This design comes from an exercise in tuning for small area and a short achievable clock period on the open sky130 flow, not from production work.
In this exercise RTL edits were held to simulation tests only and were not proved equivalent to the original.
Power is estimated from default activity; no workload was simulated.

// fp16
module fp16(
	input clk_50,reset_50,
	input [15:0] x_50,y_50,
	output [15:0] m_50,a_50
	);
Size: roughly 520 cells after synthesis, roughly 73 flip-flops, roughly 66 I/O pins, ~5400 um2 of cells after synthesis.
Settings: LEC_CHECK=0, CAP_MARGIN=20, CORE_MARGIN=2, CORE_UTILIZATION=40, CTS_BUF_LIST=sky130_fd_sc_hd__clkbuf_4 sky130_fd_sc_hd__clkbuf_8, PLACE_DENSITY=0.6, SETUP_SLACK_MARGIN=2.6, SLEW_MARGIN=20, SYNTH_HIERARCHICAL=1, SYNTH_MINIMUM_KEEP_SIZE=0; clock period 6.0 ns.
standard.sh (not shown) runs the stock make flow with config.mk's settings and CLKGATE_MAP_FILE= SYNTH_SCRIPT=/design/flow/synth_recipe.tcl, a recipe that flattens the netlist after the stock synthesis.
==> flow/flow/run.sh <==
#!/bin/bash
set -e
export BUFFER_PORTS_ARGS="-buffer_cell sky130_fd_sc_hd__buf_1"
export CTS_ARGS="-sink_clustering_enable -repair_clock_nets -dont_use_dummy_load -buf_list {sky130_fd_sc_hd__clkbuf_4 sky130_fd_sc_hd__clkbuf_8}"
export RECOVER_POWER=50
bash standard.sh > standard.log 2>&1
The baseline produced a clean layout.
Edit:
==> flow/flow/run.sh (replaced) <==
#!/bin/bash
set -e
export BUFFER_PORTS_ARGS="-buffer_cell sky130_fd_sc_hd__buf_1"
export CTS_ARGS="-sink_clustering_enable -repair_clock_nets -dont_use_dummy_load -buf_list {sky130_fd_sc_hd__clkbuf_4 sky130_fd_sc_hd__clkbuf_8}"
bash standard.sh > standard.log 2>&1
Settings changed: CORE_UTILIZATION 40 to 60, PLACE_DENSITY 0.6 to 0.7, SETUP_SLACK_MARGIN 2.6 to 2.5.
Result: Global-route usage grows by 8.0 points. Clock skew climbs by 0.0084 ns. First-iteration DRC count is higher by 38%. Total power hardly moves. Die area went down by 32%. Cell area came out lower by 2.9%. Synthesized cell count does not change. Count of clock-buffer cells in the layout stays the same. Worst setup slack gets better by 0.13 ns.
Edit:
Settings changed: ABC_AREA from default to 1, CORE_UTILIZATION 60 to 40, PLACE_DENSITY 0.7 to 0.6.
Result: Flip-flop and latch count stays the same. Sequential share of layout area came out lower by 3.0 points. Via count came out higher by 19%. Clock power came out higher by about 4%. Synthesized cell count came out higher by about 46%. Synthesized area came out higher by 12%. Clock-buffer cell count stays the same. Design area came out higher by 9.8%. Power came out lower by 0.90%.
Edit:
==> flow/flow/run.sh (replaced) <==
#!/bin/bash
set -e
export BUFFER_PORTS_ARGS="-buffer_cell sky130_fd_sc_hd__buf_1"
export CTS_ARGS="-sink_clustering_enable -repair_clock_nets -dont_use_dummy_load -buf_list {sky130_fd_sc_hd__clkbuf_4 sky130_fd_sc_hd__clkbuf_8}"
export RECOVER_POWER=100
bash standard.sh > standard.log 2>&1
Settings changed: ABC_AREA 1 to default.
Effect: The changed run went through all stages and came out clean; die area falls by roughly a tenth; sequential power grows slightly; register-to-register slack is worse by 0.13 ns; worst hold slack stays flat; first-iteration DRC count goes down by well over a third; worst setup slack degrades by 0.31 ns; clock skew rises by 0.0095 ns; fmax fell by a little under a tenth; total power came out lower by a few percent; final cell count decreases by a quarter to a third; area after synthesis falls by roughly a tenth.
Edit:
==> flow/flow/run.sh (replaced) <==
#!/bin/bash
set -e
export BUFFER_PORTS_ARGS="-buffer_cell sky130_fd_sc_hd__buf_1"
export CTS_ARGS="-sink_clustering_enable -repair_clock_nets -dont_use_dummy_load -buf_list {sky130_fd_sc_hd__clkbuf_4 sky130_fd_sc_hd__clkbuf_8}"
export RECOVER_POWER=50
bash standard.sh synth > synth.log 2>&1
openroad -no_init -exit flow/downsize.tcl > downsize.log 2>&1
bash standard.sh > standard.log 2>&1
==> flow/flow/downsize.tcl (new file) <==
# Swap a21oi_2 instances of the synthesized netlist for a21oi_1.
set f orfs/results/sky130hd/fp16/base/1_synth.odb
read_db $f
set db [ord::get_db]
set small [$db findMaster sky130_fd_sc_hd__a21oi_1]
set n 0
foreach inst [[ord::get_db_block] getInsts] {
  if {[[$inst getMaster] getName] eq "sky130_fd_sc_hd__a21oi_2"} {
    $inst swapMaster $small
    incr n
  }
}
puts "swapped $n a21oi_2 to a21oi_1"
write_db $f
=> Sequential power goes down by about 2%. Setup slack is worse by 0.058 ns. Via count is about the same. Wire length goes up by about 0.9%. Final area went down by about 0.32%.

[static timing again, ports no longer ideal]
No port has a modelled driver above. Below, the same layouts with a new extraction and two added sets of constraints. Step 1 sets driving cells, clkbuf_16 on the clock port and buf_2 on the other inputs (assumed; they add their load-dependent delay and slew). Step 2 moves the port delays by t, midway between the first and last clock arrival at a register: inputs arrive t later, outputs are due t later. That takes back most of the time a late clock gives input paths. Three values: ideal ports, drivers, drivers and shift; two values: the first two.
| run | shift t [ns] | setup WS [ns] | worst setup path after step 2 |
|---|---|---|---|
| the first run | 0.356 | 2.498 / 2.470 / 2.699 | register to register |
| the second run | 0.360 | 2.631 / 2.631 / 2.631 | register to register |
| the third run | 0.389 | 2.620 / 2.620 / 2.620 | register to register |
| the fourth run | 0.357 | 2.305 / 2.277 / 2.490 | register to register |
| the fifth run | 0.370 | 2.247 / 2.218 / 2.588 | register to output |
After both steps every run listed still meets setup and hold.
